Context: an optimization exercise on an open-source flow, tuned for small area. The choices shown serve that exercise and are no tape-out recipe.
Where RTL was checked, it was by simulation tests only, not by an equivalence proof against the original.
The RTL of run 3 was laid out without a check of its function.
Power is estimated from default activity; no workload was simulated.

===== flow/flow/run.sh =====
#!/bin/bash
# Layout flow: the standard ORFS flow (standard.sh), with
#  - clock tree synthesis of smaller clock buffers in larger clusters and
#    without dummy loads,
#  - port buffers of the smallest buffer cell.
# ORFS writes each step's log under orfs/logs; make's own output goes to
# standard.log.
set -e
export CTS_ARGS="-sink_clustering_enable -repair_clock_nets -dont_use_dummy_load -buf_list sky130_fd_sc_hd__clkbuf_4 -sink_clustering_size 10 -sink_clustering_max_diameter 50"
export BUFFER_PORTS_ARGS="-buffer_cell sky130_fd_sc_hd__buf_1"
bash standard.sh > standard.log 2>&1

===== flow/standard.sh =====
#!/bin/bash
# synth_recipe.tcl (not shown) runs the flow's synth.tcl, then flattens the netlist and writes it again
# the make line also repeats each setting of config.mk as NAME=value (left out here)
make -C /OpenROAD-flow-scripts/flow DESIGN_CONFIG=/design/flow/config.mk WORK_HOME=/design/flow/orfs CLKGATE_MAP_FILE= SYNTH_SCRIPT=/design/flow/synth_recipe.tcl "${@:-finish}"

===== flow/config.mk =====
export PLATFORM = sky130hd
export DESIGN_NAME = planeController
export DESIGN_NICKNAME = planeController
export VERILOG_FILES = /design/flow/design.v
export SDC_FILE = /design/flow/constraint.sdc
export NUM_CORES = 4
export LEC_CHECK = 0
export CAP_MARGIN = 5
export CORE_MARGIN = 2
export CORE_UTILIZATION = 75
export PLACE_DENSITY = 0.9
export SLEW_MARGIN = 5
export SYNTH_HIERARCHICAL = 1

===== flow/design.v =====
module planeController
#(
    parameter   OUT_NUM = 64,
    parameter   D_WIDTH = 8,     
    parameter   C_WIDTH = 5,      
    parameter   MCU_CLK_DIVIDER = 2  
)
(
    input       clk,
    input       reset,
    input       [D_WIDTH - 1:0] dataIn,
    input       dataEn,
    input       rs,
    output      [OUT_NUM - 1:0] pwmOut,
    output      mcuClk
);
reg [C_WIDTH - 1:0] mem [0:OUT_NUM - 1];
reg [D_WIDTH - 2:0] memAddr;  
reg [C_WIDTH - 1:0] cnt;  
reg incDec;  
reg pwmEnabled;  
reg prevDataEn;
reg syncDataEn;
reg dataEnNegEdge;
assign mcuClk = cnt[MCU_CLK_DIVIDER];
wire clean, wr;
wire [D_WIDTH - 2:0] memAddrNext;
wire incDecNext, pwmEnabledNext, dataEnNegEdgeNext;
wire [C_WIDTH - 1:0] cntNext;
planeController_ctrl ctrl (
    .reset(reset), .dataIn(dataIn), .rs(rs),
    .dataEnNegEdge(dataEnNegEdge), .prevDataEn(prevDataEn), .syncDataEn(syncDataEn),
    .memAddr(memAddr), .incDec(incDec), .pwmEnabled(pwmEnabled), .cnt(cnt),
    .clean(clean), .wr(wr),
    .memAddrNext(memAddrNext), .incDecNext(incDecNext),
    .pwmEnabledNext(pwmEnabledNext), .dataEnNegEdgeNext(dataEnNegEdgeNext),
    .cntNext(cntNext)
);
always @(posedge clk) begin
    memAddr <= memAddrNext;
    incDec <= incDecNext;
    pwmEnabled <= pwmEnabledNext;
    cnt <= cntNext;
    dataEnNegEdge <= dataEnNegEdgeNext;
    syncDataEn <= dataEn;
    prevDataEn <= syncDataEn;
end
wire [C_WIDTH - 1:0] wdata;
wire [C_WIDTH - 1:0] nc;
wire [7:0] nga, ngb;
planeController_shared shared (
    .dataIn(dataIn[C_WIDTH - 1:0]), .clean(clean), .wr(wr), .cnt(cnt),
    .pwmEnabled(pwmEnabled), .memAddr(memAddr),
    .wdata(wdata), .nc(nc), .nga(nga), .ngb(ngb)
);
genvar i;
generate
for (i = 0; i < OUT_NUM; i = i + 1) begin: pwmOuts
    wire we = ~(nga[i % 8] | ngb[i / 8]);
    always @(posedge clk) begin
        if (we)
            mem[i] <= wdata;
    end
    wire [C_WIDTH - 1:0] m = mem[i];
    wire g2;
    planeController_cmp3 lo (.m(m[2:0]), .n(nc[2:0]), .o(g2));
    planeController_cmp2 hi (.m(m[4:3]), .n(nc[4:3]), .ci(g2), .o(pwmOut[i]));
end
endgenerate
endmodule  
module planeController_ctrl (
    input        reset,
    input  [7:0] dataIn,
    input        rs,
    input        dataEnNegEdge,
    input        prevDataEn,
    input        syncDataEn,
    input  [6:0] memAddr,
    input        incDec,
    input        pwmEnabled,
    input  [4:0] cnt,
    output       clean,
    output       wr,
    output [6:0] memAddrNext,
    output       incDecNext,
    output       pwmEnabledNext,
    output       dataEnNegEdgeNext,
    output [4:0] cntNext
);
    wire exec = reset & dataEnNegEdge;
    wire cmd  = exec & rs;
    assign wr = exec & ~rs;
    assign clean = cmd & (dataIn == 8'b0000_0001);
    assign dataEnNegEdgeNext = prevDataEn & ~syncDataEn;
    wire hi0     = ~(dataIn[6] | dataIn[5] | dataIn[4]);
    wire setCmd  = cmd & dataIn[7];
    wire zeroCmd = cmd & ~dataIn[7] & hi0 & ~dataIn[3] & ~dataIn[2] & dataIn[1];
    wire dirCmd  = cmd & ~dataIn[7] & hi0 & ~dataIn[3] & dataIn[2];
    wire enCmd   = cmd & ~dataIn[7] & hi0 & dataIn[3];
    wire [6:0] addrToggle;
    assign addrToggle[0] = wr;
    genvar k;
    for (k = 1; k < 7; k = k + 1) begin: addrStep
        assign addrToggle[k] = addrToggle[k - 1] & ~(memAddr[k - 1] ^ incDec);
    end
    wire addrKeep = reset & ~zeroCmd;
    assign memAddrNext = {7{addrKeep}} & (setCmd ? dataIn[6:0] : memAddr ^ addrToggle);
    assign incDecNext = reset & (dirCmd ? dataIn[1] : incDec);
    assign pwmEnabledNext = reset & (enCmd ? dataIn[2] : pwmEnabled);
    wire [4:0] cntToggle = {&cnt[3:0], &cnt[2:0], &cnt[1:0], cnt[0], 1'b1};
    wire cntWrap = cnt[4] & cnt[3] & cnt[2] & cnt[1];
    assign cntNext = {5{reset & ~cntWrap}} & (cnt ^ cntToggle);
endmodule
module planeController_shared (
    input  [4:0] dataIn,
    input        clean,
    input        wr,
    input  [4:0] cnt,
    input        pwmEnabled,
    input  [6:0] memAddr,
    output [4:0] wdata,
    output [4:0] nc,
    output [7:0] nga,
    output [7:0] ngb
);
    assign wdata = {dataIn[4:1], dataIn[0] & ~clean};
    assign nc = ~(cnt | {5{~pwmEnabled}});
    genvar j;
    for (j = 0; j < 8; j = j + 1) begin: dec
        assign nga[j] = ~(clean | (wr & ~memAddr[6] & (memAddr[2:0] == j)));
        assign ngb[j] = ~(clean | (memAddr[5:3] == j));
    end
endmodule
module planeController_cmp3 (
    input  [2:0] m,
    input  [2:0] n,
    output o
);
    wire a = ~((m[1] & n[1]) | (m[0] & n[0]));
    wire b = ~((m[2] | n[2]) & (m[1] | n[1]));
    wire c = ~(m[2] & n[2]);
    assign o = ~((a | b) & c);
endmodule
module planeController_cmp2 (
    input  [1:0] m,
    input  [1:0] n,
    input  ci,
    output o
);
    wire g0 = (m[0] & n[0]) | (m[0] & ci) | (n[0] & ci);
    assign o = (m[1] & n[1]) | (m[1] & g0) | (n[1] & g0);
endmodule

===== flow/constraint.sdc =====
create_clock -name core_clock -period 10.0 [get_ports {clk}]
set_input_delay 2.0000 -clock core_clock [delete_from_list [all_inputs] [get_ports {clk}]]
set_output_delay 2.0000 -clock core_clock [all_outputs]
set_load 0.01 [all_outputs]

==> results.json, run 1 <==
{
  "maxSlewHeadroom": 0.157,
  "async_flop_share": 0,
  "portBuffers": 76,
  "grt_pass1_wl_microns": 48300,
  "first_iter_violations": 1061,
  "grt_setup_unrepaired": "no",
  "area_delta_synth_final_pct": 5.86,
  "most-common-layout-cells": "sky130_fd_sc_hd__edfxtp_1 (320), sky130_fd_sc_hd__nand2_1 (131), sky130_fd_sc_hd__o22ai_1 (128), sky130_fd_sc_hd__o21ai_1 (128), sky130_fd_sc_hd__nor2_1 (75)",
  "cts_buffers": 39,
  "syn_area_per_cell_sq_um": 13.3,
  "remaining_overflow_grt": 0,
  "die-width_microns": 140,
  "syn-instance-count": 1036,
  "holdBufCountCts": 0,
  "drtAntennaViolNets": 0,
  "gp_congestion": 0.742,
  "detailedRoute.firstPassIterationCount": 5,
  "clockRootBuffer": "sky130_fd_sc_hd__clkbuf_4",
  "cts_resized": 0,
  "xor_and_xnor_area_share_after_synthesis": 0.00634,
  "yosys_register_bits": 337,
  "run_status": "timing/DRC/antenna clean",
  "dieHeight_microns": 140,
  "yosysSeqAreaShare": 0.720,
  "cellPowerDensity_nw_per_um2": 149,
  "layout.core_utilization": 0.812,
  "via_count": 9632,
  "numClockSinks": 337,
  "power_leakage_nw": 4.07,
  "synthesis.yosys.warnings": 8,
  "fin_nets": 1158,
  "yosys.area_share.adder": 0.00181,
  "max-clock-path-buffers": 3,
  "number_of_antenna_violations_at_the_first_check_in_global_routing": 1,
  "drc_violations": 0,
  "clk-insertion-delay-late_ps": 650,
  "drt_wl_total_microns": 30900,
  "totalNegativeSetupSlack_ps": 0,
  "cts.reportedPaths.clkPinSlew_ps": 110,
  "initial_cell_density_of_the_core": 0.767,
  "drt-vias-per-instance": 7.02,
  "compound_gate_fraction_of_synth_area": 0.178,
  "rows": 49,
  "fp.coreArea_sq_um": 18000,
  "timing.setup.critical_path_class": "flip-flop to output pin",
  "area_share_of_and_or_nand_nor_cells_after_synthesis": 0.0739,
  "cts_setup_buffers": 0,
  "setup.worst_path.start_class": "flip-flop",
  "final_common_cell": "sky130_fd_sc_hd__edfxtp_1",
  "ios": 77,
  "timing.final.max_slew_violations": 0,
  "reg2reg_setup_slack_ps": 7390,
  "vdd_drop_max_uv": 132,
  "clock_skew_ps": 49.7,
  "worst_tran_pin_value_ps": 1260,
  "synth_top_family_by_area": "compound AO/OA/AOI/OAI gates",
  "setup_viol_count_final": 0,
  "tritoncts_clock_tree": "yes",
  "timing.critical_path.required_ps": 8000,
  "final_min_period_over_clock_period": 0.586,
  "number_of_global_route_vias_before_repair": 9750,
  "timing.critical_path.fanout_max": 104,
  "final_critical_delay_including_setup_and_external_delays_ps": 5860,
  "hold_viol": 0,
  "design.die.area_sq_um": 19500,
  "route.detailed.wl_per_inst_microns": 22.5,
  "worstPathArrival_ps": 3860,
  "hpwl_microns": 16900,
  "hold_class": "flip-flop to flip-flop",
  "ys_dominant_reg_cell": "sky130_fd_sc_hd__edfxtp_1",
  "post_synth_instance_area_sq_um": 13800,
  "netlist-cell-type-count": 39,
  "maxCapViolations": 0,
  "synthesis.nets": 1050,
  "htreeDepth": 2,
  "synthMuxAreaShare": 0.00217,
  "layout_cell_share_with_drive_strength_beyond_1": 0.0613,
  "grt.total_usage": 0.317,
  "critical_path_capture_point_type": "output pin",
  "timing.fmax_mhz": 171,
  "grt_max_degree": 105,
  "synth_edf_count": 320
}
[modules after synthesis (local to each module, per instance)]
module,flops+latches,copies in the design
planeController_cmp3,0,64
planeController_cmp2,0,64
planeController_ctrl,0,1
planeController,337,1
planeController_shared,0,1
[per-layer routing]
metal  part of all wire  wire, microns  track usage
met5                  0              0            0
met4              0.037           1140        0.147
met3               0.10           3190       0.0520
met2               0.50          15400        0.525
met1               0.36          11100        0.420
[area by class of cell]
cell class              count  area (sq um)
diodes                      1          2.50
clock buffers              39           293
fillers                   982          3400
inverters                   4          15.0
multi-input cells         671          3680
flip-flops and latches    337          9950
well taps                 229           287
repair buffers             91           405
[logic make-up (layout without fill, tap and decap cells)]
| kind of cell | count (synthesis) | count (layout) |
|---|---|---|
| xor gates and xnor gates | 10 | 10 |
| and+or+nand+nor | 243 | 243 |
| AOI/OAI and AO/OA | 413 | 413 |
| DFF | 337 | 337 |
| other | 0 | 1 |
| adders and majority gates | 2 | 2 |
| buffers and inverters | 28 | 134 |
| muxes | 3 | 3 |
[final timing paths]
| kind | startpoint | to | cells after the start |
|---|---|---|---|
| max | pwmEnabled | pwmOut[25] | 7 |
| min | syncDataEn | prevDataEn | 0 |
| max reg2reg | dataEnNegEdge | mem[46][4] | 5 |
| min reg2reg | syncDataEn | prevDataEn | 0 |
[cells in the mapped netlist (6+ instances only)]
| library cell | count | area share |
|---|---|---|
| sky130_fd_sc_hd__xnor2_1 | 6 | 0.0038 |
| sky130_fd_sc_hd__edfxtp_1 | 320 | 0.70 |
| sky130_fd_sc_hd__dfxtp_1 | 17 | 0.025 |
| sky130_fd_sc_hd__buf_4 | 10 | 0.0054 |
| sky130_fd_sc_hd__o22ai_1 | 128 | 0.058 |
| sky130_fd_sc_hd__a21oi_1 | 72 | 0.026 |
| sky130_fd_sc_hd__o21ai_1 | 128 | 0.046 |
| sky130_fd_sc_hd__nand2_1 | 131 | 0.036 |
| sky130_fd_sc_hd__a31oi_1 | 8 | 0.0036 |
| sky130_fd_sc_hd__a22oi_1 | 64 | 0.035 |
| sky130_fd_sc_hd__a211oi_1 | 6 | 0.0033 |
| sky130_fd_sc_hd__buf_6 | 12 | 0.0098 |
| sky130_fd_sc_hd__nor2_1 | 75 | 0.020 |
| sky130_fd_sc_hd__nor2b_1 | 10 | 0.0045 |
[sequential cells by signal (all words and copies together), names as in the netlist]
signal and count:
memAddr 7, dataEnNegEdge 1, pwmEnabled 1, cnt 5, incDec 1, mem 320
syncDataEn 1, prevDataEn 1
[worst max-delay path, cell delays in order (launching register included)]
cell and delay [ps]:
sky130_fd_sc_hd__dfxtp_1 450, sky130_fd_sc_hd__nor2b_4 610, sky130_fd_sc_hd__buf_4 970, sky130_fd_sc_hd__a22oi_1 210, sky130_fd_sc_hd__o21ai_1 270, sky130_fd_sc_hd__o22ai_1 150
sky130_fd_sc_hd__o21ai_1 300, sky130_fd_sc_hd__buf_1 200
[stage by stage]
stage / total power [mW] / hold WS [ps] / area (sq um) / setup WS [ps] / std cells
floorplan: 1.61 / 331 / 13800 / 2320 / 1036
global placement: 1.64 / 348 / 14300 / 5160 / 1332
finish: 2.18 / 361 / 14600 / 4140 / 1372
global route: 2.24 / 376 / 14600 / 3920 / 1372
detailed placement: 1.64 / 347 / 14300 / 5000 / 1332
CTS: 2.18 / 364 / 14600 / 4240 / 1371
[where the power goes]
| group | internal (mW) | leakage (nW) | total (mW) | switching, mW |
|---|---|---|---|---|
| clock | 0.181 | 0.179 | 0.575 | 0.394 |
| sequential | 1.55 | 3.01 | 1.55 | 0.00566 |
| combinational | 0.0121 | 0.876 | 0.0548 | 0.0427 |
==> run 2, diff against run 1 <==
==> flow/flow/run.sh (replaced) <==
#!/bin/bash
# Layout flow: the standard ORFS flow (standard.sh), with
#  - port buffers of the smallest buffer cell,
#  - after placement repair, combinational cells downsized to the smallest
#    drive strength that keeps timing and the slew/capacitance limits met
#    (flow/downsize.tcl),
#  - clock tree synthesis of smaller clock buffers in larger clusters and
#    without dummy loads.
# ORFS writes each step's log under orfs/logs; make's own output goes to
# standard.log.
set -e
export BUFFER_PORTS_ARGS="-buffer_cell sky130_fd_sc_hd__buf_1"
export POST_RESIZE_TCL="$(pwd)/flow/downsize.tcl"
export CTS_ARGS="-sink_clustering_enable -repair_clock_nets -dont_use_dummy_load -buf_list sky130_fd_sc_hd__clkbuf_4 -sink_clustering_size 10 -sink_clustering_max_diameter 50"
bash standard.sh > standard.log 2>&1
==> flow/flow/downsize.tcl (new file) <==
# Downsize combinational cells to the smallest drive strength that keeps
# timing and the slew/capacitance limits met.
proc my_downsize { {slack_min 1.0e-9} } {
  estimate_parasitics -placement
  set slew0 [sta::max_slew_violation_count]
  set cap0 [sta::max_capacitance_violation_count]
  set saved 0.0
  set n 0
  foreach inst [get_cells *] {
    set ref [get_property $inst ref_name]
    if { ![regexp {^(sky130_fd_sc_hd__[a-z0-9]+)_([0-9]+)$} $ref -> base size] } { continue }
    if { $size <= 1 } { continue }
    if { [regexp {clkbuf|clkinv|dfxtp|edfxtp|dfrtp|tap|fill|decap|diode|dly} $base] } { continue }
    set cands {}
    foreach s {0 1 2 4} {
      if { $s >= $size } { break }
      set lc [get_lib_cells -quiet */${base}_$s]
      if { [llength $lc] } { lappend cands [list ${base}_$s [get_property [lindex $lc 0] area]] }
    }
    set a0 [get_property [lindex [get_lib_cells */$ref] 0] area]
    foreach c $cands {
      lassign $c cname carea
      replace_cell $inst [lindex [get_lib_cells */$cname] 0]
      estimate_parasitics -placement
      if { [sta::worst_slack_cmd max] >= $slack_min
           && [sta::max_slew_violation_count] <= $slew0
           && [sta::max_capacitance_violation_count] <= $cap0 } {
        set saved [expr {$saved + $a0 - $carea}]
        incr n
        break
      }
      replace_cell $inst [lindex [get_lib_cells */$ref] 0]
    }
  }
  estimate_parasitics -placement
  puts "my_downsize: resized $n cells, saved $saved um2"
}

my_downsize
==> results.json, run 2 <==
{
  "first_iter_violations": 1064,
  "cts.reportedPaths.clkPinSlew_ps": 100,
  "yosysMostFrequentCell": "sky130_fd_sc_hd__edfxtp_1",
  "ys_dominant_reg_cell": "sky130_fd_sc_hd__edfxtp_1",
  "synthTopCellsByArea": "sky130_fd_sc_hd__edfxtp_1 (70%), sky130_fd_sc_hd__o22ai_1 (5.8%), sky130_fd_sc_hd__o21ai_1 (4.6%), sky130_fd_sc_hd__nand2_1 (3.6%), sky130_fd_sc_hd__a22oi_1 (3.5%)",
  "grt_pass1_wl_microns": 47600,
  "maxSlewHeadroom": 0.113,
  "drtAntennaViolNets": 0,
  "ios": 77,
  "synthesis.yosys.warnings": 8,
  "fill_cells": 1015,
  "portBuffers": 76,
  "grt_setup_unrepaired": "no",
  "netlist-cell-type-count": 39,
  "cts_resized": 0,
  "power_leakage_nw": 4.02,
  "totalNegativeSetupSlack_ps": 0,
  "max-clock-path-buffers": 3,
  "drc_violations": 0,
  "timing.fmax_mhz": 164,
  "detailedRoute.firstPassIterationCount": 6,
  "final_critical_delay_including_setup_and_external_delays_ps": 6100,
  "proportion_of_netlist_area_held_by_the_largest_area_contributor": 0.695,
  "cellPowerDensity_nw_per_um2": 150,
  "number_of_global_route_vias_before_repair": 9673,
  "htreeDepth": 2,
  "run_status": "timing/DRC/antenna clean",
  "setup.worst_path.start_class": "flip-flop",
  "worst_tran_pin_value_ps": 1330,
  "number_of_antenna_violations_at_the_first_check_in_global_routing": 1,
  "synthesis.nets": 1050,
  "final_common_cell": "sky130_fd_sc_hd__edfxtp_1",
  "hpwl_microns": 16500,
  "die-width_microns": 140,
  "numClockSinks": 337,
  "route.detailed.wl_per_inst_microns": 22.0,
  "syn_area_per_cell_sq_um": 13.3,
  "cts_buffers": 39,
  "synthDominantAreaCellType": "sky130_fd_sc_hd__edfxtp_1",
  "design.die.area_sq_um": 19500,
  "cts_setup_buffers": 0,
  "final_min_period_over_clock_period": 0.610,
  "fp.coreArea_sq_um": 18000,
  "largest_register_ff_count": 320,
  "remaining_overflow_grt": 0,
  "holdBufCountCts": 0,
  "drt_wl_total_microns": 30200,
  "maxCapViolations": 0,
  "rows": 49,
  "top_regs": "mem (320), memAddr (7), cnt (5)",
  "timing.setup.critical_path_class": "flip-flop to output pin",
  "setup_viol_count_final": 0,
  "via_count": 9624,
  "final-instance-count-excl-fill": 1373,
  "totalPowerFinal_mw": 2.18,
  "syn-instance-count": 1036,
  "tritoncts_clock_tree": "yes",
  "dp_worst_setup_slack_ps": 3930,
  "yosys_register_bits": 337,
  "synth_edf_count": 320,
  "most-common-layout-cells": "sky130_fd_sc_hd__edfxtp_1 (320), sky130_fd_sc_hd__nand2_1 (131), sky130_fd_sc_hd__o22ai_1 (128), sky130_fd_sc_hd__o21ai_1 (128), sky130_fd_sc_hd__buf_1 (79)",
  "clk-insertion-delay-late_ps": 680,
  "worstPathArrival_ps": 4100,
  "worst_slack_ps": 3900,
  "timing.critical_path.required_ps": 8000,
  "hold_viol": 0,
  "post_synth_instance_area_sq_um": 13800,
  "initial_cell_density_of_the_core": 0.767,
  "critical_path_capture_point_type": "output pin",
  "synth_commonest_cells": "sky130_fd_sc_hd__edfxtp_1 (320), sky130_fd_sc_hd__nand2_1 (131), sky130_fd_sc_hd__o21ai_1 (128), sky130_fd_sc_hd__o22ai_1 (128), sky130_fd_sc_hd__nor2_1 (75)",
  "dpl.cell_count": 1332,
  "drt-vias-per-instance": 7.01,
  "yosysSeqAreaShare": 0.720,
  "area_delta_synth_final_pct": 5.07,
  "grt_max_degree": 105,
  "dieHeight_microns": 140,
  "clockRootBuffer": "sky130_fd_sc_hd__clkbuf_4",
  "fin_nets": 1158,
  "gp_congestion": 0.742,
  "max_flop_register": "mem",
  "timing.critical_path.fanout_max": 104,
  "grt.total_usage": 0.313,
  "hold_class": "flip-flop to flip-flop",
  "layout.core_utilization": 0.805,
  "timing.final.max_slew_violations": 0,
  "vdd_drop_max_uv": 106,
  "layout_cell_share_with_drive_strength_beyond_1": 0.0455,
  "async_flop_share": 0,
  "clock_skew_ps": 64.6
}
## run 2: cell counts after synthesis
No cell type changed its count.
## run 2: logic make-up after synthesis
group | after synthesis | share of synthesized area
AO/OA/AOI/OAI | 413 | 0.178
XOR/XNOR | 10 | 0.00634
adder cells (fa/ha/maj) | 2 | 0.00181
buffers and inverters | 28 | 0.0177
flip-flops | 337 | 0.720
multiplexers | 3 | 0.00217
AND/OR/NAND/NOR | 243 | 0.0739
## run 2: Yosys stat by module, one instance, submodules excluded
| module | flops+latches | cell area, sq um |
|---|---|---|
| planeController | 337 | 10300 |
| planeController_cmp2 | 0 | 20.0 |
| planeController_cmp3 | 0 | 22.5 |
| planeController_ctrl | 0 | 512 |
| planeController_shared | 0 | 236 |
## run 2: area by class of cell
type	instances	area, sq um	share of cell area
Antenna cell	2	5.00	0.000345
Clock buffer	39	293	0.0202
Inverter	4	15.0	0.00103
Multi-Input combinational cell	671	3590	0.247
Sequential cell	337	9950	0.685
Tap cell	229	287	0.0197
Timing Repair Buffer	91	379	0.0261
## run 2: final timing paths
kind              slack [ps]         end  cells after the start           from
setup / recovery        3900  pwmOut[25]                      7     pwmEnabled
hold / removal           370  prevDataEn                      0     syncDataEn
setup reg to reg        6710  mem[16][0]                      5  dataEnNegEdge
hold reg to reg          370  prevDataEn                      0     syncDataEn
## run 2: metrics by stage
step | area (sq um) | hold WS, ps
2_1_floorplan | 13800 | 331
4_1_cts | 14500 | 375
5_1_grt | 14500 | 372
6_report | 14500 | 368
3_3_place_gp | 14300 | 348
3_5_place_dp | 14200 | 351
## run 2: power breakdown
part           switching [mW]  leakage [nW]  internal (mW)  total, mW
registers             0.00497          3.01           1.55       1.55
clock network           0.394         0.179          0.181      0.575
logic                  0.0416         0.827        0.00980     0.0514
## run 2: routing by layer
layer	vias to the layer above	global-route usage	share of wire
met3	73	0.0520	0.11
met4	0	0.133	0.026
met5	-	0	0
met2	635	0.525	0.51
li1	4322	-	-
met1	4594	0.412	0.36
## run 2: worst max-delay path: stages (launching register included)
cell	delay, ps
sky130_fd_sc_hd__dfxtp_1	390
sky130_fd_sc_hd__nor2b_2	870
sky130_fd_sc_hd__buf_4	980
sky130_fd_sc_hd__a22oi_1	240
sky130_fd_sc_hd__o21ai_1	280
sky130_fd_sc_hd__o22ai_1	140
sky130_fd_sc_hd__o21ai_1	280
sky130_fd_sc_hd__buf_1	190
==> run 3, diff against run 2 <==
--- a/flow/design.v
+++ b/flow/design.v
@@ -98,12 +98,16 @@
     wire dirCmd  = cmd & ~dataIn[7] & hi0 & ~dataIn[3] & dataIn[2];
     wire enCmd   = cmd & ~dataIn[7] & hi0 & dataIn[3];
+    wire addrKeep = reset & ~zeroCmd & ~setCmd;
     wire [6:0] addrToggle;
     assign addrToggle[0] = wr;
     genvar k;
-    for (k = 1; k < 7; k = k + 1) begin: addrStep
-        assign addrToggle[k] = addrToggle[k - 1] & ~(memAddr[k - 1] ^ incDec);
+    for (k = 0; k < 7; k = k + 1) begin: addrBits
+        if (k > 0) begin: step
+            planeController_astep u (.t(addrToggle[k - 1]), .a(memAddr[k - 1]),
+                                     .incDec(incDec), .o(addrToggle[k]));
+        end
+        planeController_abit u (.a(memAddr[k]), .t(addrToggle[k]), .set(setCmd),
+                                .d(dataIn[k]), .keep(addrKeep), .o(memAddrNext[k]));
     end
-    wire addrKeep = reset & ~zeroCmd;
-    assign memAddrNext = {7{addrKeep}} & (setCmd ? dataIn[6:0] : memAddr ^ addrToggle);
     assign incDecNext = reset & (dirCmd ? dataIn[1] : incDec);
     assign pwmEnabledNext = reset & (enCmd ? dataIn[2] : pwmEnabled);
@@ -111,4 +115,22 @@
     wire cntWrap = cnt[4] & cnt[3] & cnt[2] & cnt[1];
     assign cntNext = {5{reset & ~cntWrap}} & (cnt ^ cntToggle);
+endmodule
+module planeController_astep (
+    input  t,
+    input  a,
+    input  incDec,
+    output o
+);
+    assign o = t & ~(a ^ incDec);
+endmodule
+module planeController_abit (
+    input  a,
+    input  t,
+    input  set,
+    input  d,
+    input  keep,
+    output o
+);
+    assign o = (set & d) | (keep & (a ^ t));
 endmodule
 module planeController_shared (
==> results.json, run 3 <==
{
  "rows": 49,
  "clk-insertion-delay-late_ps": 650,
  "reg2reg_setup_slack_ps": 6910,
  "cp_delay_by_family_top": "buffers and inverters",
  "post_synth_instance_area_sq_um": 13700,
  "cts_setup_buffers": 0,
  "synthesis.yosys.warnings": 8,
  "min_delay_path_depth": 0,
  "clock_skew_ps": 47.8,
  "fill_cells": 965,
  "netlist-cell-type-count": 31,
  "number_of_antenna_violations_at_the_first_check_in_global_routing": 1,
  "portBuffers": 76,
  "number_of_global_route_vias_before_repair": 9650,
  "synth_edf_count": 320,
  "fp.coreArea_sq_um": 18000,
  "cts_resized": 0,
  "tritoncts_clock_tree": "yes",
  "hpwl_microns": 16600,
  "design.die.area_sq_um": 19400,
  "htreeDepth": 2,
  "power_leakage_nw": 4.03,
  "detailedRoute.firstPassIterationCount": 8,
  "syn_area_per_cell_sq_um": 13.4,
  "syn-instance-count": 1026,
  "synthTopCellsByArea": "sky130_fd_sc_hd__edfxtp_1 (70%), sky130_fd_sc_hd__o22ai_1 (5.8%), sky130_fd_sc_hd__o21ai_1 (4.7%), sky130_fd_sc_hd__nand2_1 (3.7%), sky130_fd_sc_hd__a22oi_1 (3.5%)",
  "cellPowerDensity_nw_per_um2": 150,
  "worstPathBufferInverterCount": 2,
  "yosysSeqAreaShare": 0.724,
  "die-width_microns": 139,
  "async_flop_share": 0,
  "cts.reportedPaths.clkPinSlew_ps": 100,
  "fin_nets": 1147,
  "timing.critical_path.fanout_max": 85,
  "cpMaxStageDelayCell": "sky130_fd_sc_hd__nor2b_4",
  "remaining_overflow_grt": 0,
  "cts_buffers": 39,
  "cp.depth": 7,
  "synthDominantAreaCellType": "sky130_fd_sc_hd__edfxtp_1",
  "largest_register_ff_count": 320,
  "drt-vias-per-instance": 7.05,
  "hold_viol": 0,
  "max-clock-path-buffers": 3,
  "ys_dominant_reg_cell": "sky130_fd_sc_hd__edfxtp_1",
  "setup.worst_path.start_class": "flip-flop",
  "first_iter_violations": 1304,
  "grt.total_usage": 0.317,
  "setup_viol_count_final": 0,
  "slowest_delay_ps": 940,
  "vdd_drop_max_uv": 104,
  "critical_path_capture_point_type": "output pin",
  "timing.fmax_mhz": 168,
  "hold_class": "flip-flop to flip-flop",
  "grt_max_degree": 95,
  "totalNegativeSetupSlack_ps": 0,
  "proportion_of_netlist_area_held_by_the_largest_area_contributor": 0.699,
  "path_cells": "nor2b_4 > buf_4 > o22ai_1 > o21ai_1 > o22ai_1 > o21ai_1 > buf_1",
  "dp_worst_setup_slack_ps": 4010,
  "worstRegToRegCells": 5,
  "most-common-layout-cells": "sky130_fd_sc_hd__edfxtp_1 (320), sky130_fd_sc_hd__nand2_1 (134), sky130_fd_sc_hd__o22ai_1 (128), sky130_fd_sc_hd__o21ai_1 (128), sky130_fd_sc_hd__buf_1 (78)",
  "timing.critical_path.required_ps": 8000,
  "route.detailed.wl_per_inst_microns": 22.4,
  "ios": 77,
  "initial_cell_density_of_the_core": 0.765,
  "yosysMostFrequentCell": "sky130_fd_sc_hd__edfxtp_1",
  "gp_congestion": 0.767,
  "holdBufCountCts": 0,
  "numClockSinks": 337,
  "area_delta_synth_final_pct": 5.34,
  "via_count": 9606,
  "maxCapViolations": 0,
  "yosys_register_bits": 337,
  "worst_slack_ps": 4060,
  "synth_commonest_cells": "sky130_fd_sc_hd__edfxtp_1 (320), sky130_fd_sc_hd__nand2_1 (134), sky130_fd_sc_hd__o21ai_1 (128), sky130_fd_sc_hd__o22ai_1 (128), sky130_fd_sc_hd__a21oi_1 (73)",
  "final_critical_delay_including_setup_and_external_delays_ps": 5940,
  "final_common_cell": "sky130_fd_sc_hd__edfxtp_1",
  "grt_pass1_wl_microns": 48000,
  "dieHeight_microns": 139,
  "grt_setup_unrepaired": "no",
  "maxSlewHeadroom": 0.0900,
  "worst_tran_pin_value_ps": 1370,
  "drc_violations": 0,
  "layout_cell_share_with_drive_strength_beyond_1": 0.0469,
  "drt_wl_total_microns": 30500,
  "top_regs": "mem (320), memAddr (7), cnt (5)",
  "final_min_period_over_clock_period": 0.594,
  "synthesis.nets": 1040,
  "timing.final.max_slew_violations": 0,
  "timing.setup.critical_path_class": "flip-flop to output pin",
  "run_status": "timing/DRC/antenna clean",
  "worstPathArrival_ps": 3940,
  "drtAntennaViolNets": 0,
  "clockRootBuffer": "sky130_fd_sc_hd__clkbuf_4",
  "max_flop_register": "mem"
}
## run 3: worst reg2reg max path, cell delays in order, from the launching register on
cell                      delay (ps)
sky130_fd_sc_hd__dfxtp_1         350
sky130_fd_sc_hd__nand3_1         130
sky130_fd_sc_hd__nor4_1           80
sky130_fd_sc_hd__and3b_1         420
sky130_fd_sc_hd__nor2b_2         890
sky130_fd_sc_hd__buf_2           850
## run 3: power breakdown
group,switching [mW],internal (mW),total (mW)
clock network,0.389,0.181,0.570
logic,0.0403,0.00924,0.0495
registers,0.00511,1.55,1.55
## run 3: path summary, 6_finish.rpt
path / start / to
setup / recovery: pwmEnabled / pwmOut[16]
hold / removal: syncDataEn / prevDataEn
setup reg to reg: dataEnNegEdge / mem[12][0]
hold reg to reg: syncDataEn / prevDataEn
## run 3: cell families (layout without fill, tap and decap cells)
logic type                 count (synthesis)  in the layout  synth area share
buffers and inverters                     28            133            0.0172
DFF                                      337            337             0.724
adders and majority gates                  2              2           0.00182
xor gates and xnor gates                  15             15           0.00956
AOI/OAI and AO/OA                        410            410             0.176
other                                      0              2                 0
and+or+nand+nor                          233            233            0.0709
muxes                                      1              1          0.000728
## run 3: Yosys stat by module, one instance, submodules excluded, a selection
| module | copies in the design | cell area, sq um | cells |
|---|---|---|---|
| planeController | 1 | 10300 | 417 |
| planeController_abit | 7 | 17.5 | 2 |
| planeController_shared | 1 | 236 | 37 |
| planeController_cmp3 | 64 | 22.5 | 4 |
| planeController_cmp2 | 64 | 20.0 | 4 |
| planeController_astep | 6 | 15.0 | 2 |
## run 3: per-stage QoR
stage	hold slack (ps)	utilization	area [sq um]	instances	power [mW]
after CTS	372	0.804	14500	1360	2.17
after detailed placement	354	0.788	14200	1321	1.63
final	374	0.806	14500	1362	2.17
after global routing	391	0.806	14500	1361	2.23
after global placement	351	0.793	14200	1321	1.63
after floorplan	331	-	13700	1026	1.61
## run 3: final cells by class
type / instances / area (sq um) / share of cell area
repair buffers: 89 / 370 / 0.0256
multi-input cells: 661 / 3550 / 0.245
diodes: 2 / 5.00 / 0.000346
inverters: 5 / 18.8 / 0.00130
flip-flops and latches: 337 / 9950 / 0.687
well taps: 229 / 287 / 0.0198
clock buffers: 39 / 293 / 0.0202
## run 3: layer usage
metal  part of all wire  global-route usage  vias to the layer above
met5                  0                   0                        -
met4              0.029               0.115                        0
met3               0.10              0.0492                       88
met2               0.50               0.541                      655
met1               0.36               0.422                     4591
li1                   -                   -                     4272
==> run 4, diff against run 3 <==
--- a/flow/design.v
+++ b/flow/design.v
@@ -19,5 +19,5 @@
 reg [C_WIDTH - 1:0] cnt;  
 reg incDec;  
-reg pwmEnabled;  
+reg pwmDisabled;  
 reg prevDataEn;
 reg syncDataEn;
@@ -26,13 +26,13 @@
 wire clean, wr;
 wire [D_WIDTH - 2:0] memAddrNext;
-wire incDecNext, pwmEnabledNext, dataEnNegEdgeNext;
+wire incDecNext, pwmDisabledNext, dataEnNegEdgeNext;
 wire [C_WIDTH - 1:0] cntNext;
 planeController_ctrl ctrl (
     .reset(reset), .dataIn(dataIn), .rs(rs),
     .dataEnNegEdge(dataEnNegEdge), .prevDataEn(prevDataEn), .syncDataEn(syncDataEn),
-    .memAddr(memAddr), .incDec(incDec), .pwmEnabled(pwmEnabled), .cnt(cnt),
+    .memAddr(memAddr), .incDec(incDec), .pwmDisabled(pwmDisabled), .cnt(cnt),
     .clean(clean), .wr(wr),
     .memAddrNext(memAddrNext), .incDecNext(incDecNext),
-    .pwmEnabledNext(pwmEnabledNext), .dataEnNegEdgeNext(dataEnNegEdgeNext),
+    .pwmDisabledNext(pwmDisabledNext), .dataEnNegEdgeNext(dataEnNegEdgeNext),
     .cntNext(cntNext)
 );
@@ -40,5 +40,5 @@
     memAddr <= memAddrNext;
     incDec <= incDecNext;
-    pwmEnabled <= pwmEnabledNext;
+    pwmDisabled <= pwmDisabledNext;
     cnt <= cntNext;
     dataEnNegEdge <= dataEnNegEdgeNext;
@@ -51,5 +51,5 @@
 planeController_shared shared (
     .dataIn(dataIn[C_WIDTH - 1:0]), .clean(clean), .wr(wr), .cnt(cnt),
-    .pwmEnabled(pwmEnabled), .memAddr(memAddr),
+    .pwmDisabled(pwmDisabled), .memAddr(memAddr),
     .wdata(wdata), .nc(nc), .nga(nga), .ngb(ngb)
 );
@@ -78,5 +78,5 @@
     input  [6:0] memAddr,
     input        incDec,
-    input        pwmEnabled,
+    input        pwmDisabled,
     input  [4:0] cnt,
     output       clean,
@@ -84,5 +84,5 @@
     output [6:0] memAddrNext,
     output       incDecNext,
-    output       pwmEnabledNext,
+    output       pwmDisabledNext,
     output       dataEnNegEdgeNext,
     output [4:0] cntNext
@@ -111,5 +111,5 @@
     end
     assign incDecNext = reset & (dirCmd ? dataIn[1] : incDec);
-    assign pwmEnabledNext = reset & (enCmd ? dataIn[2] : pwmEnabled);
+    assign pwmDisabledNext = ~reset | (enCmd ? ~dataIn[2] : pwmDisabled);
     wire [4:0] cntToggle = {&cnt[3:0], &cnt[2:0], &cnt[1:0], cnt[0], 1'b1};
     wire cntWrap = cnt[4] & cnt[3] & cnt[2] & cnt[1];
@@ -139,5 +139,5 @@
     input        wr,
     input  [4:0] cnt,
-    input        pwmEnabled,
+    input        pwmDisabled,
     input  [6:0] memAddr,
     output [4:0] wdata,
@@ -147,5 +147,5 @@
 );
     assign wdata = {dataIn[4:1], dataIn[0] & ~clean};
-    assign nc = ~(cnt | {5{~pwmEnabled}});
+    assign nc = ~(cnt | {5{pwmDisabled}});
     genvar j;
     for (j = 0; j < 8; j = j + 1) begin: dec
--- a/flow/config.mk
+++ b/flow/config.mk
@@ -8,6 +8,6 @@
 export CAP_MARGIN = 5
 export CORE_MARGIN = 2
-export CORE_UTILIZATION = 75
-export PLACE_DENSITY = 0.9
+export CORE_UTILIZATION = 82
+export PLACE_DENSITY = 0.93
 export SLEW_MARGIN = 5
 export SYNTH_HIERARCHICAL = 1
==> results.json, run 4 <==
{
  "run_status": "timing/DRC/antenna clean",
  "grt.met1_usage": 0.462,
  "drtAntennaViolNets": 0,
  "rows": 47,
  "clock_skew_ps": 43.8,
  "grt_setup_unrepaired": "no",
  "synthesis.yosys.warnings": 8,
  "hold_class": "flip-flop to flip-flop",
  "die-width_microns": 133,
  "setup.worst_path.start_class": "flip-flop",
  "async_flop_share": 0,
  "fp.coreArea_sq_um": 16500,
  "synthDominantAreaCellType": "sky130_fd_sc_hd__edfxtp_1",
  "timing.setup.critical_path_class": "flip-flop to output pin",
  "via_count": 9778,
  "final_common_cell": "sky130_fd_sc_hd__edfxtp_1",
  "totalNegativeSetupSlack_ps": 0,
  "worstPathArrival_ps": 4480,
  "yosys_register_bits": 337,
  "critical_path_capture_point_type": "output pin",
  "remaining_overflow_grt": 0,
  "hpwl_microns": 17100,
  "worst_slack_ps": 3520,
  "most-common-layout-cells": "sky130_fd_sc_hd__edfxtp_1 (320), sky130_fd_sc_hd__nand2_1 (133), sky130_fd_sc_hd__o22ai_1 (128), sky130_fd_sc_hd__o21ai_1 (128), sky130_fd_sc_hd__buf_1 (78)",
  "worstPathBufferInverterCount": 3,
  "setup_viol_count_final": 0,
  "ios": 77,
  "ys_dominant_reg_cell": "sky130_fd_sc_hd__edfxtp_1",
  "tritoncts_clock_tree": "yes",
  "first_iter_violations": 1382,
  "cp_delay_by_family_top": "buffers and inverters",
  "detailedRoute.firstPassIterationCount": 6,
  "synth_commonest_cells": "sky130_fd_sc_hd__edfxtp_1 (320), sky130_fd_sc_hd__nand2_1 (133), sky130_fd_sc_hd__o21ai_1 (128), sky130_fd_sc_hd__o22ai_1 (128), sky130_fd_sc_hd__nor2_1 (75)",
  "cts_setup_buffers": 0,
  "number_of_global_route_vias_before_repair": 9654,
  "yosysSeqAreaShare": 0.725,
  "cpMaxStageDelayCell": "sky130_fd_sc_hd__buf_2",
  "drt-vias-per-instance": 7.23,
  "final_critical_delay_including_setup_and_external_delays_ps": 6480,
  "grt_use_met3": 0.0719,
  "gp_congestion": 0.814,
  "post_synth_instance_area_sq_um": 13700,
  "syn-instance-count": 1025,
  "slowest_delay_ps": 1130,
  "netlist-cell-type-count": 30,
  "timing.critical_path.required_ps": 8000,
  "htreeDepth": 2,
  "syn_area_per_cell_sq_um": 13.4,
  "maxSlewHeadroom": 0.0749,
  "timing.fmax_mhz": 154,
  "cts.reportedPaths.clkPinSlew_ps": 110,
  "vdd_drop_max_uv": 133,
  "layout_cell_share_with_drive_strength_beyond_1": 0.0460,
  "max-clock-path-buffers": 3,
  "route.detailed.wl_per_inst_microns": 23.4,
  "worst_tran_pin_value_ps": 1380,
  "grt_pass1_wl_microns": 48100,
  "top_regs": "mem (320), memAddr (7), cnt (5)",
  "clk-insertion-delay-late_ps": 670,
  "grt.total_usage": 0.355,
  "final_min_period_over_clock_period": 0.648,
  "synthesis.nets": 1039,
  "synthTopCellsByArea": "sky130_fd_sc_hd__edfxtp_1 (70%), sky130_fd_sc_hd__o22ai_1 (5.8%), sky130_fd_sc_hd__o21ai_1 (4.7%), sky130_fd_sc_hd__nand2_1 (3.6%), sky130_fd_sc_hd__a22oi_1 (3.5%)",
  "drc_violations": 0,
  "drt_wl_total_microns": 31600,
  "maxCapViolations": 0,
  "fin_nets": 1147,
  "largest_register_ff_count": 320,
  "dieHeight_microns": 133,
  "max_flop_register": "mem",
  "grt_max_degree": 113,
  "cellPowerDensity_nw_per_um2": 151,
  "yosysMostFrequentCell": "sky130_fd_sc_hd__edfxtp_1",
  "dp_worst_setup_slack_ps": 3800,
  "design.die.area_sq_um": 17800,
  "proportion_of_netlist_area_held_by_the_largest_area_contributor": 0.700,
  "area_delta_synth_final_pct": 5.23,
  "numClockSinks": 337,
  "portBuffers": 76,
  "synth_edf_count": 320,
  "timing.critical_path.fanout_max": 67,
  "path_cells": "nor2_1 > buf_2 > buf_2 > o22ai_1 > o21ai_1 > o22ai_1 > o21ai_1 > buf_1",
  "cts_buffers": 39,
  "power_leakage_nw": 4.04,
  "number_of_antenna_violations_at_the_first_check_in_global_routing": 1,
  "gr-usage-met2": 0.593,
  "clockRootBuffer": "sky130_fd_sc_hd__clkbuf_4",
  "initial_cell_density_of_the_core": 0.833,
  "hold_viol": 0,
  "cts_resized": 0,
  "holdBufCountCts": 0,
  "global_route_layer_with_the_greatest_usage": "met2",
  "timing.final.max_slew_violations": 0
}
## run 4: layer usage
layer / up-vias / share of wire
li1: 4268 / -
met1: 4596 / 0.34
met2: 795 / 0.50
met3: 119 / 0.12
met4: 0 / 0.036
met5: - / 0
## run 4: final cells by class
cell class              instances  area (sq um)
multi-input cells             660          3520
clock buffers                  39           293
well taps                     220           275
inverters                       5          18.8
diodes                          1          2.50
repair buffers                 90           373
flip-flops and latches        337          9950
fillers                       693          2030
## run 4: path summary, 6_finish.rpt
check	slack, ps	depth (start not counted)	end	startpoint
min	380	0	prevDataEn	syncDataEn
min reg2reg	380	0	prevDataEn	syncDataEn
max	3520	8	pwmOut[29]	pwmDisabled
max reg2reg	7050	5	mem[48][1]	dataEnNegEdge
## run 4: per-stage QoR
step	cells	instance area (sq um)	hold slack (ps)	power [mW]	util
final	1352	14400	379	2.18	0.877
after global placement	1312	14200	345	1.63	0.863
after CTS	1351	14400	381	2.17	0.875
after floorplan	1025	13700	331	1.61	-
after global routing	1352	14400	383	2.23	0.877
after detailed placement	1312	14100	360	1.63	0.858
## run 4: cells by family (layout without fill, tap and decap cells)
group,Yosys count,after routing,share of synthesized area
AO/OA/AOI/OAI,410,410,0.176
multiplexers,1,1,0.000730
XOR/XNOR,15,15,0.00958
flip-flops,337,337,0.725
adder cells (fa/ha/maj),2,2,0.00182
other,0,1,0
buffers and inverters,28,134,0.0172
AND/OR/NAND/NOR,232,232,0.0695
## run 4: report_power, final
group	total, mW	internal (mW)	switching (mW)	leakage [nW]
Combinational	0.0519	0.00978	0.0422	0.843
Clock	0.574	0.181	0.394	0.179
Sequential	1.55	1.55	0.00493	3.01
Total	2.18	1.74	0.441	4.04
## run 4: per-module statistics from Yosys (local to each module, per instance)
module / flip-flops and latches / copies in the design
planeController: 337 / 1
planeController_shared: 0 / 1
planeController_ctrl: 0 / 1
planeController_cmp3: 0 / 64
planeController_cmp2: 0 / 64
planeController_abit: 0 / 7
planeController_astep: 0 / 6
## run 4: worst register-to-register path, stage by stage, from the launching register on
cell and delay [ps]:
sky130_fd_sc_hd__dfxtp_1 390, sky130_fd_sc_hd__nand3_1 140, sky130_fd_sc_hd__nor4_1 370, sky130_fd_sc_hd__and3b_1 700, sky130_fd_sc_hd__a31oi_1 450, sky130_fd_sc_hd__nor2_1 540
==> run 5, diff against run 4 <==
--- a/flow/design.v
+++ b/flow/design.v
@@ -99,14 +99,21 @@
     wire enCmd   = cmd & ~dataIn[7] & hi0 & dataIn[3];
     wire addrKeep = reset & ~zeroCmd & ~setCmd;
-    wire [6:0] addrToggle;
-    assign addrToggle[0] = wr;
+    wire [6:0] tp;
+    assign tp[0] = wr;
     genvar k;
     for (k = 0; k < 7; k = k + 1) begin: addrBits
-        if (k > 0) begin: step
-            planeController_astep u (.t(addrToggle[k - 1]), .a(memAddr[k - 1]),
-                                     .incDec(incDec), .o(addrToggle[k]));
+        if (k % 2 == 0) begin: even
+            if (k > 0) begin: step
+                planeController_astepn u (.nt(tp[k - 1]), .a(memAddr[k - 1]),
+                                          .incDec(incDec), .t(tp[k]));
+            end
+            planeController_abit u (.a(memAddr[k]), .t(tp[k]), .set(setCmd),
+                                    .d(dataIn[k]), .keep(addrKeep), .o(memAddrNext[k]));
+        end else begin: odd
+            planeController_astep s (.t(tp[k - 1]), .a(memAddr[k - 1]),
+                                     .incDec(incDec), .nt(tp[k]));
+            planeController_abitn u (.a(memAddr[k]), .nt(tp[k]), .set(setCmd),
+                                     .d(dataIn[k]), .keep(addrKeep), .o(memAddrNext[k]));
         end
-        planeController_abit u (.a(memAddr[k]), .t(addrToggle[k]), .set(setCmd),
-                                .d(dataIn[k]), .keep(addrKeep), .o(memAddrNext[k]));
     end
     assign incDecNext = reset & (dirCmd ? dataIn[1] : incDec);
@@ -120,7 +127,15 @@
     input  a,
     input  incDec,
-    output o
+    output nt
 );
-    assign o = t & ~(a ^ incDec);
+    assign nt = ~(t & ~(a ^ incDec));
+endmodule
+module planeController_astepn (
+    input  nt,
+    input  a,
+    input  incDec,
+    output t
+);
+    assign t = ~(nt | (a ^ incDec));
 endmodule
 module planeController_abit (
@@ -133,4 +148,14 @@
 );
     assign o = (set & d) | (keep & (a ^ t));
+endmodule
+module planeController_abitn (
+    input  a,
+    input  nt,
+    input  set,
+    input  d,
+    input  keep,
+    output o
+);
+    assign o = (set & d) | (keep & ~(a ^ nt));
 endmodule
 module planeController_shared (
--- a/flow/config.mk
+++ b/flow/config.mk
@@ -8,6 +8,6 @@
 export CAP_MARGIN = 5
 export CORE_MARGIN = 2
-export CORE_UTILIZATION = 82
-export PLACE_DENSITY = 0.93
+export CORE_UTILIZATION = 75
+export PLACE_DENSITY = 0.9
 export SLEW_MARGIN = 5
 export SYNTH_HIERARCHICAL = 1
==> results.json, run 5 <==
{
  "area_occupied_by_multi_input_gates_sq_um": 3510,
  "cts_buffers": 39,
  "area_delta_synth_final_pct": 5.20,
  "detailedRoute.firstPassIterationCount": 6,
  "timing.final.max_slew_violations": 0,
  "grt.total_usage": 0.301,
  "yosysSeqAreaShare": 0.726,
  "layout_cell_share_with_drive_strength_beyond_1": 0.0461,
  "synthesis.nets": 1039,
  "portBuffers": 76,
  "path_cells": "nor2_2 > buf_4 > o22ai_1 > o21ai_1 > a21oi_1 > o21ai_1 > buf_1",
  "synthDominantAreaCellType": "sky130_fd_sc_hd__edfxtp_1",
  "proportion_of_netlist_area_held_by_the_largest_area_contributor": 0.701,
  "number_of_antenna_violations_at_the_first_check_in_global_routing": 1,
  "power_leakage_nw": 4.01,
  "route.detailed.wl_per_inst_microns": 21.7,
  "final_critical_delay_including_setup_and_external_delays_ps": 6170,
  "clockRootBuffer": "sky130_fd_sc_hd__clkbuf_4",
  "grt_pass1_wl_microns": 45100,
  "clock_skew_ps": 54.5,
  "cpMaxStageDelayCell": "sky130_fd_sc_hd__nor2_2",
  "setup_viol_count_final": 0,
  "top_regs": "mem (320), memAddr (7), cnt (5)",
  "fill_cells": 950,
  "yosysMostFrequentCell": "sky130_fd_sc_hd__edfxtp_1",
  "cts.reportedPaths.clkPinSlew_ps": 90,
  "run_status": "timing/DRC/antenna clean",
  "ys_dominant_reg_cell": "sky130_fd_sc_hd__edfxtp_1",
  "cellPowerDensity_nw_per_um2": 150,
  "post_synth_instance_area_sq_um": 13700,
  "cts_setup_buffers": 0,
  "first_iter_violations": 1180,
  "drt-vias-per-instance": 6.94,
  "worstPathArrival_ps": 4170,
  "maxSlewHeadroom": 0.0836,
  "timing.critical_path.fanout_max": 100,
  "drt_wl_total_microns": 29500,
  "cp_delay_by_family_top": "buffers and inverters",
  "drtAntennaViolNets": 0,
  "critical-path-top-cell-by-count": "sky130_fd_sc_hd__o21ai_1",
  "most-common-layout-cells": "sky130_fd_sc_hd__edfxtp_1 (320), sky130_fd_sc_hd__nand2_1 (136), sky130_fd_sc_hd__o22ai_1 (128), sky130_fd_sc_hd__o21ai_1 (128), sky130_fd_sc_hd__buf_1 (76)",
  "design.die.area_sq_um": 19400,
  "holdBufCountCts": 0,
  "timing.fmax_mhz": 162,
  "cts_resized": 0,
  "final_common_cell": "sky130_fd_sc_hd__edfxtp_1",
  "ios": 77,
  "htreeDepth": 2,
  "hold_viol": 0,
  "syn-instance-count": 1025,
  "grt_max_degree": 107,
  "netlist-cell-type-count": 29,
  "maxCapViolations": 0,
  "max_flop_register": "mem",
  "gp_congestion": 0.817,
  "placement.cell_area_sq_um": 14100,
  "grt_setup_unrepaired": "no",
  "final_min_period_over_clock_period": 0.617,
  "synth_edf_count": 320,
  "fin_nets": 1143,
  "drc_violations": 0,
  "hpwl_microns": 15400,
  "fp.coreArea_sq_um": 18000,
  "hold_path_startpoint": "syncDataEn",
  "fin_worst_hold_slack_ps": 359,
  "critical_path_capture_point_type": "output pin",
  "timing.setup.critical_path_class": "flip-flop to output pin",
  "dieHeight_microns": 139,
  "synth_commonest_cells": "sky130_fd_sc_hd__edfxtp_1 (320), sky130_fd_sc_hd__nand2_1 (136), sky130_fd_sc_hd__o21ai_1 (128), sky130_fd_sc_hd__o22ai_1 (128), sky130_fd_sc_hd__nor2_1 (78)",
  "totalNegativeSetupSlack_ps": 0,
  "synthTopCellsByArea": "sky130_fd_sc_hd__edfxtp_1 (70%), sky130_fd_sc_hd__o22ai_1 (5.8%), sky130_fd_sc_hd__o21ai_1 (4.7%), sky130_fd_sc_hd__nand2_1 (3.7%), sky130_fd_sc_hd__a22oi_1 (3.5%)",
  "launch_point_of_the_worst_reg_to_reg_path": "dataEnNegEdge",
  "async_flop_share": 0,
  "synthesis.yosys.warnings": 8,
  "tritoncts_clock_tree": "yes",
  "worst_tran_pin_value_ps": 1370,
  "remaining_overflow_grt": 0,
  "totalPowerFinal_mw": 2.17,
  "vdd_drop_max_uv": 124,
  "largest_register_ff_count": 320,
  "die-width_microns": 139,
  "hold_class": "flip-flop to flip-flop",
  "yosys_register_bits": 337,
  "worstPathBufferInverterCount": 2,
  "via_count": 9418,
  "max-clock-path-buffers": 3,
  "rows": 49,
  "numClockSinks": 337,
  "syn_area_per_cell_sq_um": 13.4,
  "setup.worst_path.start_class": "flip-flop",
  "setup.worst_path.start": "pwmDisabled",
  "slowest_delay_ps": 990,
  "clk-insertion-delay-late_ps": 640,
  "layout.area.seq_sq_um": 9950,
  "fin_area_sq_um": 14400,
  "timing.critical_path.required_ps": 8000,
  "initial_cell_density_of_the_core": 0.763,
  "number_of_global_route_vias_before_repair": 9175
}
-- run 5: cell types whose count changed after synthesis --
| cell | previous run | this run |
|---|---|---|
| sky130_fd_sc_hd__nand2_1 | 133 | 136 |
| sky130_fd_sc_hd__and2_1 | 6 | 0 |
| sky130_fd_sc_hd__nor2_1 | 75 | 78 |
-- run 5: where the power goes --
group	leakage, nW	total (mW)	switching (mW)	internal, mW
clock	0.179	0.564	0.384	0.181
combinational	0.819	0.0516	0.0421	0.00946
sequential	3.01	1.55	0.00510	1.55
-- run 5: layout make-up --
cell class,count,share of cell area
Timing Repair Buffer,86,0.0248
Multi-Input combinational cell,660,0.243
Inverter,5,0.00130
Tap cell,229,0.0199
Antenna cell,1,0.000174
Sequential cell,337,0.690
Clock buffer,39,0.0203
-- run 5: logic make-up (layout without fill, tap and decap cells) --
logic type | count (synthesis) | after routing | share of synthesized area
compound gates | 410 | 410 | 0.176
xor+xnor | 15 | 15 | 0.00959
fa+ha+maj | 2 | 2 | 0.00183
buf+inv | 28 | 130 | 0.0173
flops | 337 | 337 | 0.726
mux | 1 | 1 | 0.000730
other cells | 0 | 1 | 0
simple gates | 232 | 232 | 0.0685
-- run 5: routing by layer --
metal  wire [microns]  part of all wire  GRT usage
met4             1140             0.039      0.143
met5                0                 0          0
met2            14600              0.49      0.497
met3             3260              0.11     0.0570
met1            10500              0.36      0.395
-- run 5: path summary, 6_finish.rpt --
check	endpoint	slack (ps)	cells after the start
worst max-delay path	pwmOut[46]	3830	7
worst min-delay path	prevDataEn	360	0
worst max register to register	mem[11][1]	7140	5
worst min register to register	prevDataEn	360	0
-- run 5: per-module statistics from Yosys (local to each module, per instance), a selection --
module / copies in the design / cell area (sq um) / cells inside / flops+latches
planeController_astep: 3 / 12.5 / 2 / 0
planeController_cmp3: 64 / 22.5 / 4 / 0
planeController_ctrl: 1 / 211 / 33 / 0
planeController_cmp2: 64 / 20.0 / 4 / 0
planeController_abit: 4 / 17.5 / 2 / 0
planeController_abitn: 3 / 17.5 / 2 / 0
planeController: 1 / 10300 / 417 / 337
-- run 5: through the flow --
step                worst slack (ps)   util  cells
floorplan                       2600      -   1025
global placement                4930  0.790   1317
detailed placement              4370  0.786   1317
CTS                             3950  0.802   1356
global route                    3660  0.803   1357
finish                          3830  0.803   1357
-- run 5: worst reg2reg max path: cells and delay by family, from the launching register on --
family / cells / cell delay (ps)
flip-flops: 1 / 390
AO/OA/AOI/OAI: 1 / 420
AND/OR/NAND/NOR: 4 / 1690
==> run 6, diff against run 5 <==
==> flow/design.v (replaced) <==
module planeController
#(
    parameter   OUT_NUM = 64,
    parameter   D_WIDTH = 8,     
    parameter   C_WIDTH = 5,      
    parameter   MCU_CLK_DIVIDER = 2  
)
(
    input       clk,
    input       reset,
    input       [D_WIDTH - 1:0] dataIn,
    input       dataEn,
    input       rs,
    output      [OUT_NUM - 1:0] pwmOut,
    output      mcuClk
);
reg [C_WIDTH - 1:0] mem [0:OUT_NUM - 1];
reg [D_WIDTH - 2:0] memAddr;  
reg [C_WIDTH - 1:0] cnt;  
reg incDec;  
reg pwmEnabled;  
reg prevDataEn;
reg syncDataEn;
reg dataEnNegEdge;
assign mcuClk = cnt[MCU_CLK_DIVIDER];
wire exec   = reset & dataEnNegEdge;
wire cmd    = exec & rs;
wire wr     = exec & ~rs;
wire clean  = cmd & (dataIn == 8'b0000_0001);
always @(posedge clk) begin
    if (!reset) begin
        pwmEnabled <= 1'b0;
        memAddr <= 1'b0;
        incDec <= 1'b0;
    end else begin
        if (dataEnNegEdge) begin
            if (rs == 1'b1) begin
                casez(dataIn)
                    8'b0000_001?: memAddr <= 'b0;  
                    8'b0000_01??: incDec <= dataIn[1];
                    8'b0000_1???: pwmEnabled <= dataIn[2];
                    8'b1???_????: memAddr <= dataIn[D_WIDTH - 2:0];  
                    default: ;
                endcase
            end else begin
                if (incDec)
                    memAddr <= memAddr + 1'b1;
                else
                    memAddr <= memAddr - 1'b1;
            end
        end
    end
end
always @(posedge clk) begin
    dataEnNegEdge <= prevDataEn & ~syncDataEn;
    syncDataEn <= dataEn;
    prevDataEn <= syncDataEn;
end
always @(posedge clk) begin
    if (!reset)
        cnt <= 0;
    else if (cnt[4] & cnt[3] & cnt[2] & cnt[1])
        cnt <= 0;
    else
        cnt <= cnt + 1'b1;
end
wire [C_WIDTH - 1:0] wdata = {dataIn[C_WIDTH - 1:1] & {(C_WIDTH - 1){~clean}},
                              ~dataIn[0] | clean};
wire [C_WIDTH - 1:0] c = cnt | {C_WIDTH{~pwmEnabled}};
genvar i;
generate
for (i = 0; i < OUT_NUM; i = i + 1) begin: pwmOuts
    wire we = clean | (wr & (memAddr == i));
    always @(posedge clk) begin
        if (we)
            mem[i] <= wdata;
    end
    wire [C_WIDTH - 1:0] s = mem[i];
    wire [C_WIDTH - 1:0] g;
    assign g[0] = ~(s[0] | c[0]);
    planeController_maj m1 (.a(s[1]), .b(~c[1]), .c(g[0]), .o(g[1]));
    planeController_maj m2 (.a(s[2]), .b(~c[2]), .c(g[1]), .o(g[2]));
    planeController_maj m3 (.a(s[3]), .b(~c[3]), .c(g[2]), .o(g[3]));
    planeController_maj m4 (.a(s[4]), .b(~c[4]), .c(g[3]), .o(g[4]));
    assign pwmOut[i] = g[4];
end
endgenerate
endmodule  
module planeController_maj (
    input  a,
    input  b,
    input  c,
    output o
);
    assign o = (a & b) | (a & c) | (b & c);
endmodule
==> flow/run.sh (new file) <==
#!/bin/bash
# synth_recipe.tcl (not shown) runs the flow's synth.tcl, then flattens the netlist and writes it again
# the make line also repeats each setting of config.mk as NAME=value (left out here)
make -C /OpenROAD-flow-scripts/flow DESIGN_CONFIG=/design/flow/config.mk WORK_HOME=/design/flow/orfs CLKGATE_MAP_FILE= SYNTH_SCRIPT=/design/flow/synth_recipe.tcl finish
--- a/flow/config.mk
+++ b/flow/config.mk
@@ -6,8 +6,7 @@
 export NUM_CORES = 4
 export LEC_CHECK = 0
-export CAP_MARGIN = 5
+export CAP_MARGIN = 20
 export CORE_MARGIN = 2
-export CORE_UTILIZATION = 75
-export PLACE_DENSITY = 0.9
-export SLEW_MARGIN = 5
+export CORE_UTILIZATION = 40
+export SLEW_MARGIN = 20
 export SYNTH_HIERARCHICAL = 1
removed: flow/flow/run.sh
removed: flow/flow/downsize.tcl
removed: flow/standard.sh
==> results.json, run 6 <==
{
  "cellPowerDensity_nw_per_um2": 176,
  "rows": 70,
  "worstPathArrival_ps": 3700,
  "slowest_delay_ps": 730,
  "clk-insertion-delay-late_ps": 520,
  "ys_dominant_reg_cell": "sky130_fd_sc_hd__edfxtp_1",
  "totalNegativeSetupSlack_ps": 0,
  "yosys_register_bits": 337,
  "yosysMostFrequentCell": "sky130_fd_sc_hd__edfxtp_1",
  "critical-path-top-cell-by-count": "sky130_fd_sc_hd__maj3_2",
  "ios": 77,
  "grt_setup_unrepaired": "no",
  "numClockSinks": 337,
  "fin_nets": 1000,
  "cts_buffers": 38,
  "holdBufCountCts": 0,
  "portBuffers": 76,
  "cts_resized": 0,
  "dieHeight_microns": 197,
  "hold_class": "flip-flop to flip-flop",
  "synth_edf_count": 320,
  "grt.total_usage": 0.161,
  "final_common_cell": "sky130_fd_sc_hd__edfxtp_1",
  "design.die.area_sq_um": 38600,
  "yosysSeqAreaShare": 0.671,
  "path_cells": "nor2b_4 > buf_4 > maj3_2 > maj3_2 > maj3_2 > clkdlybuf4s50_1",
  "via_count": 7805,
  "maxCapViolations": 0,
  "n_antenna_cell": 0,
  "first_iter_violations": 573,
  "timing.critical_path.fanout_max": 44,
  "initial_cell_density_of_the_core": 0.406,
  "timing.final.max_slew_violations": 0,
  "remaining_overflow_grt": 0,
  "synthDominantAreaCellType": "sky130_fd_sc_hd__edfxtp_1",
  "run_status": "timing/DRC/antenna clean",
  "top_regs": "mem (320), memAddr (7), cnt (5)",
  "syn-instance-count": 956,
  "grt_max_degree": 71,
  "tritoncts_clock_tree": "yes",
  "fp.coreArea_sq_um": 36500,
  "dp_worst_setup_slack_ps": 4780,
  "hpwl_microns": 16100,
  "drt_wl_total_microns": 30800,
  "proportion_of_netlist_area_held_by_the_largest_area_contributor": 0.648,
  "synth_commonest_cells": "sky130_fd_sc_hd__edfxtp_1 (320), sky130_fd_sc_hd__maj3_2 (256), sky130_fd_sc_hd__nor2_1 (80)",
  "post_synth_instance_area_sq_um": 14800,
  "cts_setup_buffers": 0,
  "grt_pass1_wl_microns": 47200,
  "route.detailed.wl_per_inst_microns": 20.8,
  "number_of_antenna_violations_at_the_first_check_in_global_routing": 0,
  "synthesis.yosys.warnings": 8,
  "setup_viol_count_final": 0,
  "async_flop_share": 0,
  "timing.critical_path.required_ps": 8000,
  "maxSlewHeadroom": 0.289,
  "die-width_microns": 197,
  "drt-vias-per-instance": 5.27,
  "detailedRoute.firstPassIterationCount": 5,
  "area_delta_synth_final_pct": 13.8,
  "synthTopCellsByArea": "sky130_fd_sc_hd__edfxtp_1 (65%), sky130_fd_sc_hd__maj3_2 (19%), sky130_fd_sc_hd__buf_4 (3.3%), sky130_fd_sc_hd__dfxtp_1 (2.3%), sky130_fd_sc_hd__o21ai_0 (2.2%)",
  "hold_viol": 0,
  "largest_register_ff_count": 320,
  "power_leakage_nw": 5.64,
  "drc_violations": 0,
  "timing.fmax_mhz": 176,
  "synthesis.nets": 973,
  "final_critical_delay_including_setup_and_external_delays_ps": 5700,
  "worst_slack_ps": 4300,
  "drtAntennaViolNets": 0,
  "most-common-layout-cells": "sky130_fd_sc_hd__edfxtp_1 (320), sky130_fd_sc_hd__maj3_2 (256), sky130_fd_sc_hd__nor2_1 (80)",
  "max-clock-path-buffers": 3,
  "final_min_period_over_clock_period": 0.570,
  "clockRootBuffer": "sky130_fd_sc_hd__clkbuf_16",
  "critical_path_capture_point_type": "output pin",
  "number_of_global_route_vias_before_repair": 7977,
  "fill_cells": 3181,
  "layout_cell_share_with_drive_strength_beyond_1": 0.327,
  "netlist-cell-type-count": 47,
  "vdd_drop_max_uv": 98.8,
  "timing.setup.critical_path_class": "flip-flop to output pin",
  "worst_tran_pin_value_ps": 1070,
  "cpMaxStageDelayCell": "sky130_fd_sc_hd__buf_4",
  "cts.reportedPaths.clkPinSlew_ps": 50,
  "max_flop_register": "mem",
  "clock_skew_ps": 8.61,
  "gp_congestion": 0.740,
  "syn_area_per_cell_sq_um": 15.5,
  "setup.worst_path.start_class": "flip-flop",
  "htreeDepth": 2
}
-- run 6: cell count changes after synthesis, moves of 28 or more --
cell / before / now
sky130_fd_sc_hd__maj3_2: 0 / 256
sky130_fd_sc_hd__o21ai_0: 1 / 66
sky130_fd_sc_hd__o21ai_1: 128 / 3
sky130_fd_sc_hd__clkbuf_1: 1 / 29
sky130_fd_sc_hd__buf_4: 10 / 65
sky130_fd_sc_hd__a21oi_1: 73 / 7
sky130_fd_sc_hd__nand2_1: 136 / 30
sky130_fd_sc_hd__a22oi_1: 64 / 0
sky130_fd_sc_hd__o22ai_1: 128 / 1
-- run 6: kinds of logic (layout without fill, tap and decap cells) --
kind of cell / count (synthesis) / count (layout) / share of synthesized area
adders and majority gates: 261 / 261 / 0.199
xor gates and xnor gates: 2 / 2 / 0.00118
and+or+nand+nor: 157 / 157 / 0.0489
DFF: 337 / 337 / 0.671
buffers and inverters: 100 / 156 / 0.0418
muxes: 4 / 4 / 0.00278
AOI/OAI and AO/OA: 95 / 95 / 0.0358
-- run 6: Yosys stat by module (local to each module, per instance) --
module,times used,cells,flip-flops and latches,cell area (sq um)
planeController_maj,256,1,0,11.3
planeController,1,700,337,11900
-- run 6: path summary, 6_finish.rpt --
path,from,endpoint,slack [ps],cells after the start
hold / removal,syncDataEn,prevDataEn,360,0
setup / recovery,pwmEnabled,pwmOut[32],4300,6
setup reg to reg,dataEnNegEdge,mem[60][0],6890,5
hold reg to reg,syncDataEn,prevDataEn,360,0
-- run 6: layout make-up --
type / instances / area [sq um] / share of cell area
inverters: 5 / 18.8 / 0.00111
clock inverters: 15 / 120 / 0.00712
clock buffers: 54 / 1100 / 0.0655
multi-input cells: 519 / 4300 / 0.255
flip-flops and latches: 337 / 9950 / 0.590
repair buffers: 82 / 796 / 0.0472
well taps: 468 / 586 / 0.0347
-- run 6: report_power, final --
group / total, mW / switching [mW] / internal (mW)
clock: 1.34 / 0.525 / 0.819
combinational: 0.0647 / 0.0473 / 0.0174
sequential: 1.56 / 0.00737 / 1.55
total: 2.96 / 0.579 / 2.39
-- run 6: metrics by stage --
step / area [sq um] / instances / util / total power, mW / hold WS, ps
global placement: 15600 / 1411 / 0.428 / 1.65 / 340
finish: 16900 / 1480 / 0.462 / 2.96 / 357
detailed placement: 15600 / 1411 / 0.428 / 1.65 / 349
CTS: 16900 / 1480 / 0.462 / 3.00 / 361
global route: 16900 / 1480 / 0.462 / 3.06 / 371
floorplan: 14800 / 956 / - / 1.62 / 331
-- run 6: critical path: cells and delay by family, from the launching register on --
kind                     cells  cell delay (ps)
buffers and inverters        2             1270
flip-flops                   1              460
adder cells (fa/ha/maj)      3              740
AND/OR/NAND/NOR              1              660
-- run 6: metal layers --
layer,share of wire,global-route usage
met3,0.045,0.0264
met5,0,0
met2,0.48,0.269
met1,0.46,0.219
met4,0.020,0.0460

-- static timing again, ports no longer ideal --
The flow's constraints put no driver on any port. The routed layouts listed below were extracted and timed again, unchanged, in two steps.
Step 1 sets driving cells, clkbuf_16 on the clock port and buf_2 on the other inputs (assumed; they add their load-dependent delay and slew).
Step 2, shift: input delay + t, output delay - t, t = (earliest + latest rising clock arrival at the registers) / 2. This alone moves slack from input paths to output paths.
Three values: ideal, step 1, step 2; two values: the first two.
| run | shift t [ns] | setup slack, ns | worst setup path at the end | pins driven straight from the clock port |
|---|---|---|---|---|
| run 1 | 0.663 | 4.142 / 4.102 / 4.765 | register to output | 1 |
| run 2 | 0.690 | 3.896 / 3.853 / 4.232 | input to register | 1 |
| run 3 | 0.665 | 4.064 / 4.025 / 4.418 | input to register | 1 |
| run 4 | 0.681 | 3.516 / 3.475 / 4.156 | register to output | 1 |
| run 5 | 0.660 | 3.825 / 3.782 / 4.442 | register to output | 1 |
| run 6 | 0.564 | 4.305 / 4.253 / 4.728 | input to register | 1 |
After both steps setup and hold are still met in every run listed.
